From an optimization exercise on the open Yosys and OpenROAD flow, aimed at small area; shortcuts taken in it are not production practice.
At most, simulation tests tie the RTL to the original design; equivalence was not proved.
The flow treats the clock pin as an ideal source, which a real chip does not have.
Power and IR drop assume default switching activity.

the baseline:
==> flow/design.v <==
`timescale 1ns / 1ps
module top(
    input clk,
    input reset,
    input [2:0] btn,
    input [7:0] sw,
    input RsRx,
    output RsTx,
    output [15:0] led,
    output uartTx,
    output uartRx
    );
reg [6:0] l;
reg [4:0] g;
reg [2:0] j6;            
wire l_end = (l == 7'd14);
wire g19 = g[4] & g[1] & g[0];
wire g5  = ~g[3] & g[2] & ~g[1] & g[0];
wire g7  = ~g[3] & g[2] & g[1] & g[0];
wire g15 = g[3] & g[2] & g[1] & g[0];
always @(posedge clk, posedge reset) begin
    if (reset) begin
        l <= 7'd14;
        g <= 5'd5;
        j6 <= 3'd0;
    end else begin
        l <= {l[5:0], ~(l[6] ^ l[5] ^ l_end)};
        g <= (l_end & g19) ? 5'd0 : g + {4'd0, l_end};
        j6 <= {j6[1:0], ~j6[2]};
    end
end
reg [3:0] k;
reg [7:0] d;           
reg       cy;          
wire load = l_end & g5;
wire k_inc = l_end & g15;    
wire [3:0] addend = {k[3] & ~k[1], k[2], k[1] & ~k[3], k[0]};
always @(posedge clk, posedge reset) begin
    if (reset) k <= 4'd15;
    else if (k_inc) k <= (k == 4'd10) ? 4'd0 : k + 4'd1;
end
always @(posedge clk) begin
    if (load) d <= sw;
end
wire a_bit = ~g[2] & addend[g[1:0]];
wire d_bit = d[g[2:0]];
wire s_bit = d_bit ^ a_bit ^ cy;
always @(posedge clk) begin
    if (l_end) cy <= g[3] & ((d_bit & a_bit) | (d_bit & cy) | (a_bit & cy));
end
wire tx_low = ~(k[3] & k[2]) & (g7 | (g[3] & ~s_bit));    
assign RsTx = ~tx_low;
assign uartTx = RsTx;
assign uartRx = RsRx;
reg [3:0] p;
reg [3:0] t;
reg m_a, m_b, m_nl;    
wire rx_tick = ~j6[2] & ~j6[0];
wire rx_idle = p[3] & ~p[2] & p[0];
wire rx_done = p[3] & ~p[1] & p[0];    
reg [2:0] ptr;
wire ptr0 = (ptr == 3'd0);
wire [2:0] i = p[2:0];
wire [7:0] c_u = 8'h55, c_d = 8'h44, c_p = 8'h50, c_n = 8'h4E, c_nl = 8'h0A;
wire e_a  = ptr0 ? c_u[i] : c_p[i];
wire e_b  = ptr0 ? c_d[i] : c_n[i];
wire e_nl = c_nl[i];
wire sample = rx_tick & (&t) & ~p[3];
always @(posedge clk, posedge reset) begin
    if (reset) p <= 4'd11;
    else if (rx_idle) p <= {1'b1, ~RsRx, 2'b11};
    else if (rx_tick) p <= p + {3'd0, &t};
end
always @(posedge clk) begin
    if (rx_idle) t <= 4'd8;
    else if (rx_tick) t <= t + 4'd1;
end
always @(posedge clk) begin
    if (rx_idle) begin
        m_a <= 1'b1; m_b <= 1'b1; m_nl <= 1'b1;
    end else if (sample) begin
        m_a <= m_a & (RsRx == e_a);
        m_b <= m_b & (RsRx == e_b);
        m_nl <= m_nl & (RsRx == e_nl);
    end
end
reg b0u, b0d, b1p, b1n;
always @(posedge clk, posedge reset) begin
    if (reset) ptr <= 3'd0;
    else if (rx_done) ptr <= m_nl ? 3'd0 : {ptr[1:0], ptr[2] ^ ptr[1] ^ (ptr[1:0] == 2'd0)};
end
always @(posedge clk) begin
    if (rx_done && !m_nl && ptr == 3'd0) begin b0u <= m_a; b0d <= m_b; end
    if (rx_done && !m_nl && ptr == 3'd1) begin b1p <= m_a; b1n <= m_b; end    
end
wire cmd_up = rx_done & m_nl & b0u & b1p;
wire cmd_dn = rx_done & m_nl & b0d & b1n;
reg prev_btn;
always @(posedge clk) prev_btn <= btn[0];
wire btn_edge = btn[0] & ~prev_btn;
reg [1:0] mode;
always @(posedge clk, posedge reset) begin
    if (reset) mode <= 2'd0;
    else if (cmd_up) mode <= 2'd1;
    else if (cmd_dn) mode <= 2'd2;
    else if (btn_edge) mode <= (mode == 2'd3) ? 2'd1 : mode + 2'd1;
end
reg [6:0] q;
reg zf, dn;
reg [13:0] cnt_led;
wire counting = mode[0] ^ mode[1];
wire step = counting & (q == 7'd75);
wire [14:0] c;
assign c[0] = step & ~zf;
genvar gi;
generate for (gi = 0; gi < 14; gi = gi + 1) begin : g_ch
    assign c[gi+1] = c[gi] & (cnt_led[gi] ^ dn);
end endgenerate
wire up_wrap = ~dn & (&{cnt_led[13], cnt_led[10:8], cnt_led[3:0]});
wire clr = step & (zf | up_wrap);
wire dn_wrap = c[14];
localparam [13:0] K9999 = 14'd9999;
always @(posedge clk, posedge reset) begin
    if (reset) cnt_led <= 14'd0;
    else cnt_led <= (cnt_led ^ c[13:0]) & {14{~clr}} & (K9999 | {14{~dn_wrap}});
end
always @(posedge clk) begin
    q <= (counting & ~step) ? {q[5:0], ~(q[6] ^ q[5])} : 7'd0;
    if (!counting) zf <= 1'b1;
    else if (step) zf <= 1'b0;
end
always @(posedge clk) if (step) dn <= mode[1];
assign led = {mode, cnt_led};
endmodule
==> flow/config.mk <==
export PLATFORM = sky130hd
export DESIGN_NAME = top
export DESIGN_NICKNAME = top
export VERILOG_FILES = /design/flow/design.v
export SDC_FILE = /design/flow/constraint.sdc
export NUM_CORES = 4
export LEC_CHECK = 0
export ABC_AREA = 1
export CAP_MARGIN = 20
export CORE_MARGIN = 2
export CORE_UTILIZATION = 65
export PLACE_DENSITY = 0.75
export SLEW_MARGIN = 20
==> flow/constraint.sdc <==
create_clock -name core_clock -period 10.0 [get_ports {clk}]
set_input_delay 2.0000 -clock core_clock [delete_from_list [all_inputs] [get_ports {clk}]]
set_output_delay 2.0000 -clock core_clock [all_outputs]
set_load 0.01 [all_outputs]
standard.sh (not shown) runs the stock make flow with config.mk's settings and CLKGATE_MAP_FILE= SYNTH_SCRIPT=/design/flow/synth_recipe.tcl, a recipe that flattens the netlist after the stock synthesis.
==> flow/flow/run.sh <==
#!/bin/bash
# Standard ORFS layout (the standard.sh) with these changes:
#  - synthesis maps logic with an area-oriented ABC script (flow/abc_area.script,
#    used through ABC_AREA=1 from a local copy of the ORFS scripts folder);
#    registers and the rest of synthesis are unchanged;
#  - port buffers are sky130_fd_sc_hd__buf_1;
#  - the clock tree is built from clkbuf_8 without dummy loads, then its buffers
#    are resized to the smallest that keep flip-flop clock slews under 110 ps
#    (flow/post_cts.tcl).
set -euo pipefail
rm -rf orfs_scripts
cp -r "$FLOW_HOME/scripts" orfs_scripts
cp flow/abc_area.script orfs_scripts/abc_area.script
export SCRIPTS_DIR="$PWD/orfs_scripts"
export BUFFER_PORTS_ARGS="-buffer_cell sky130_fd_sc_hd__buf_1"
export CTS_ARGS="-sink_clustering_enable -repair_clock_nets -dont_use_dummy_load -buf_list sky130_fd_sc_hd__clkbuf_8"
export POST_CTS_TCL="$PWD/flow/post_cts.tcl"
bash standard.sh > standard.log 2>&1
Other scripts of this flow, unchanged in this note and not shown: flow/flow/abc_area.script, flow/flow/post_cts.tcl
## Diff of input files: the candidate against the baseline
--- a/flow/design.v
+++ b/flow/design.v
@@ -85,15 +85,15 @@
     end
 end
 reg b0u, b0d, b1p, b1n;
 always @(posedge clk, posedge reset) begin
     if (reset) ptr <= 3'd0;
-    else if (rx_done) ptr <= m_nl ? 3'd0 : {ptr[1:0], ptr[2] ^ ptr[1] ^ (ptr[1:0] == 2'd0)};
+    else ptr <= (rx_done & m_nl) ? 3'd0 : ptr + {2'd0, rx_done};
 end
 always @(posedge clk) begin
     if (rx_done && !m_nl && ptr == 3'd0) begin b0u <= m_a; b0d <= m_b; end
-    if (rx_done && !m_nl && ptr == 3'd1) begin b1p <= m_a; b1n <= m_b; end    
+    if (rx_done && !m_nl && ptr == 3'd1) begin b1p <= m_a; b1n <= m_b; end
 end
 wire cmd_up = rx_done & m_nl & b0u & b1p;
 wire cmd_dn = rx_done & m_nl & b0d & b1n;
 reg prev_btn;
 always @(posedge clk) prev_btn <= btn[0];
Findings:
Sequential share of layout area delta (the baseline -> the candidate): insignificant
Wire length on the candidate is behind the baseline.
Looking at end point of the critical path, the RsTx result is from the baseline; the uartTx one comes from the candidate.
From the baseline to the candidate the numbers moved as follows: utilization shows no meaningful change, total power consumption of the routed design shows a reduction of 0.0048 mW, simple logic cell fraction of the synthesized area shows a reduction of 0.54 points, global-route track usage on met1 shows a reduction of 0.48 points, portion of total power attributed to the clock network shows a reduction of 1.2 points.
Against the baseline as the reference, the candidate delivers a lower slack of the critical path.
Between the baseline and the candidate, the cell count went down.
The candidate vs. the baseline: sum of net half-perimeters after detailed placement increased by about 2% relative to the old numbers; global-route wire length before repair went up 2.8%.

---

top with an RTL version that a note above also has.
For scale: ~300 cells after synthesis, roughly 72 flip-flops, roughly 33 I/O pins.
==> module top, before the edit <==
module top(
    input clk,
    input reset,
    input [2:0] btn,
    input [7:0] sw,
    input RsRx,
    output RsTx,
    output [15:0] led,
    output uartTx,
    output uartRx
    );
reg [6:0] l;
reg [4:0] g;
reg [2:0] j6;            
wire l_end = (l == 7'd14);
wire g19 = g[4] & g[1] & g[0];
wire g5  = ~g[3] & g[2] & ~g[1] & g[0];
wire g7  = ~g[3] & g[2] & g[1] & g[0];
wire g15 = g[3] & g[2] & g[1] & g[0];
always @(posedge clk, posedge reset) begin
    if (reset) begin
        l <= 7'd14;
        g <= 5'd5;
        j6 <= 3'd0;
    end else begin
        l <= {l[5:0], ~(l[6] ^ l[5] ^ l_end)};
        g <= (l_end & g19) ? 5'd0 : g + {4'd0, l_end};
        j6 <= {j6[1:0], ~j6[2]};
    end
end
reg [3:0] k;
reg [7:0] d;           
reg       cy;          
wire load = l_end & g5;
wire k_inc = l_end & g15;    
wire [3:0] addend = {k[3] & ~k[1], k[2], k[1] & ~k[3], k[0]};
always @(posedge clk, posedge reset) begin
    if (reset) k <= 4'd15;
    else if (k_inc) k <= (k == 4'd10) ? 4'd0 : k + 4'd1;
end
always @(posedge clk) begin
    if (load) d <= sw;
end
wire a_bit = ~g[2] & addend[g[1:0]];
wire d_bit = d[g[2:0]];
wire s_bit = d_bit ^ a_bit ^ cy;
always @(posedge clk) begin
    if (l_end) cy <= g[3] & ((d_bit & a_bit) | (d_bit & cy) | (a_bit & cy));
end
wire tx_low = ~(k[3] & k[2]) & (g7 | (g[3] & ~s_bit));    
assign RsTx = ~tx_low;
assign uartTx = RsTx;
assign uartRx = RsRx;
reg [3:0] p;
reg [3:0] t;
reg m_a, m_b, m_nl;    
wire rx_tick = ~j6[2] & ~j6[0];
wire rx_idle = p[3] & ~p[2] & p[0];
wire rx_done = p[3] & ~p[1] & p[0];    
reg [2:0] ptr;
wire ptr0 = (ptr == 3'd0);
wire [2:0] i = p[2:0];
wire [7:0] c_u = 8'h55, c_d = 8'h44, c_p = 8'h50, c_n = 8'h4E, c_nl = 8'h0A;
wire e_a  = ptr0 ? c_u[i] : c_p[i];
wire e_b  = ptr0 ? c_d[i] : c_n[i];
wire e_nl = c_nl[i];
wire sample = rx_tick & (&t) & ~p[3];
always @(posedge clk, posedge reset) begin
    if (reset) p <= 4'd11;
    else if (rx_idle) p <= {1'b1, ~RsRx, 2'b11};
    else if (rx_tick) p <= p + {3'd0, &t};
end
always @(posedge clk) begin
    if (rx_idle) t <= 4'd8;
    else if (rx_tick) t <= t + 4'd1;
end
always @(posedge clk) begin
    if (rx_idle) begin
        m_a <= 1'b1; m_b <= 1'b1; m_nl <= 1'b1;
    end else if (sample) begin
        m_a <= m_a & (RsRx == e_a);
        m_b <= m_b & (RsRx == e_b);
        m_nl <= m_nl & (RsRx == e_nl);
    end
end
reg b0u, b0d, b1p, b1n;
always @(posedge clk, posedge reset) begin
    if (reset) ptr <= 3'd0;
    else ptr <= (rx_done & m_nl) ? 3'd0 : ptr + {2'd0, rx_done};
end
always @(posedge clk) begin
    if (rx_done && !m_nl && ptr == 3'd0) begin b0u <= m_a; b0d <= m_b; end
    if (rx_done && !m_nl && ptr == 3'd1) begin b1p <= m_a; b1n <= m_b; end
end
wire cmd_up = rx_done & m_nl & b0u & b1p;
wire cmd_dn = rx_done & m_nl & b0d & b1n;
reg prev_btn;
always @(posedge clk) prev_btn <= btn[0];
wire btn_edge = btn[0] & ~prev_btn;
reg [1:0] mode;
always @(posedge clk, posedge reset) begin
    if (reset) mode <= 2'd0;
    else if (cmd_up) mode <= 2'd1;
    else if (cmd_dn) mode <= 2'd2;
    else if (btn_edge) mode <= (mode == 2'd3) ? 2'd1 : mode + 2'd1;
end
reg [6:0] q;
reg zf, dn;
reg [13:0] cnt_led;
wire counting = mode[0] ^ mode[1];
wire step = counting & (q == 7'd75);
wire [14:0] c;
assign c[0] = step & ~zf;
genvar gi;
generate for (gi = 0; gi < 14; gi = gi + 1) begin : g_ch
    assign c[gi+1] = c[gi] & (cnt_led[gi] ^ dn);
end endgenerate
wire up_wrap = ~dn & (&{cnt_led[13], cnt_led[10:8], cnt_led[3:0]});
wire clr = step & (zf | up_wrap);
wire dn_wrap = c[14];
localparam [13:0] K9999 = 14'd9999;
always @(posedge clk, posedge reset) begin
    if (reset) cnt_led <= 14'd0;
    else cnt_led <= (cnt_led ^ c[13:0]) & {14{~clr}} & (K9999 | {14{~dn_wrap}});
end
always @(posedge clk) begin
    q <= (counting & ~step) ? {q[5:0], ~(q[6] ^ q[5])} : 7'd0;
    if (!counting) zf <= 1'b1;
    else if (step) zf <= 1'b0;
end
always @(posedge clk) if (step) dn <= mode[1];
assign led = {mode, cnt_led};
endmodule
export LEC_CHECK = 0
export ABC_AREA = 1
export CAP_MARGIN = 20
export CORE_MARGIN = 2
export CORE_UTILIZATION = 50
export SLEW_MARGIN = 20
create_clock -name core_clock -period 10.0 [get_ports {clk}]
==> flow/flow/run.sh <==
#!/bin/bash
# Standard ORFS layout (the standard.sh) with these changes:
#  - synthesis maps logic with an area-oriented ABC script (flow/abc_area.script,
#    used through ABC_AREA=1 from a local copy of the ORFS scripts folder);
#    registers and the rest of synthesis are unchanged;
#  - port buffers are sky130_fd_sc_hd__buf_1;
#  - the clock tree is built from clkbuf_8 without dummy loads, then each clock
#    buffer is downsized while flip-flop clock slews stay under 110 ps (flow/post_cts.tcl).
set -euo pipefail
rm -rf orfs_scripts
cp -r "$FLOW_HOME/scripts" orfs_scripts
cp flow/abc_area.script orfs_scripts/abc_area.script
export SCRIPTS_DIR="$PWD/orfs_scripts"
export BUFFER_PORTS_ARGS="-buffer_cell sky130_fd_sc_hd__buf_1"
export CTS_ARGS="-sink_clustering_enable -repair_clock_nets -dont_use_dummy_load -buf_list sky130_fd_sc_hd__clkbuf_8"
export POST_CTS_TCL="$PWD/flow/post_cts.tcl"
bash standard.sh > standard.log 2>&1
Other scripts of this flow, unchanged in this note and not shown: flow/flow/abc_area.script, flow/flow/post_cts.tcl
The starting point completed without violations.
Change:
--- a/flow/design.v
+++ b/flow/design.v
@@ -10,24 +10,24 @@
     output uartTx,
     output uartRx
     );
 reg [6:0] l;
 reg [4:0] g;
 reg [2:0] j6;            
-wire l_end = (l == 7'd14);
+wire l_end = (l == 7'd28);
 wire g19 = g[4] & g[1] & g[0];
 wire g5  = ~g[3] & g[2] & ~g[1] & g[0];
 wire g7  = ~g[3] & g[2] & g[1] & g[0];
 wire g15 = g[3] & g[2] & g[1] & g[0];
 always @(posedge clk, posedge reset) begin
     if (reset) begin
-        l <= 7'd14;
+        l <= 7'd28;
         g <= 5'd5;
         j6 <= 3'd0;
     end else begin
-        l <= {l[5:0], ~(l[6] ^ l[5] ^ l_end)};
+        l <= {l[5:0], ~(l[6] ^ l[0] ^ l_end)};
         g <= (l_end & g19) ? 5'd0 : g + {4'd0, l_end};
         j6 <= {j6[1:0], ~j6[2]};
     end
 end
 reg [3:0] k;
 reg [7:0] d;           
Result:
- The changed run completed with no timing, DRC or antenna violations
- combinational power is about the same
- non-clock buffer count is higher by 1
- sequential cell count stays the same
- design area stays flat
- worst setup slack got worse by 0.0080 ns
- register-to-register slack is about the same
- final cell count barely changes
- maximum frequency hardly moves
- clock skew grows by 0.0031 ns
- die area is about the same
- global-route usage climbs by 0.59 points
- via count is about the same
- total power is about the same
- core utilization is higher by 0.15 points
For the second run of this note, only the layout was checked, not whether the RTL still works.

## separate check: timing with driven ports
The results above use ideal ports. As a check the final layouts listed here were re-extracted and re-timed, cells and wires unchanged. Step 1 assumes that a clkbuf_16 drives the clock port and a buf_2 every other input. Step 2, shift: input delay + t, output delay - t, t = (earliest + latest rising clock arrival at the registers) / 2. This alone moves slack from input paths to output paths. Slacks: no drivers / after step 1 / after step 2; pairs: no drivers / after step 1.
run	t (ns)	slack for setup (ns)	worst register clock-pin slew, ns	pins driven straight from the clock port
the baseline	0.483	5.292 / 5.267 / 5.545	0.10 / 0.10	1
the candidate	0.500	5.267 / 5.241 / 5.649	0.10 / 0.10	1
the first run of note 2	0.479	5.206 / 5.206 / 5.206	0.09 / 0.09	1
the second run of note 2	0.350	5.198 / 5.198 / 5.198	0.10 / 0.10	1
After both steps every run listed still meets setup and hold.
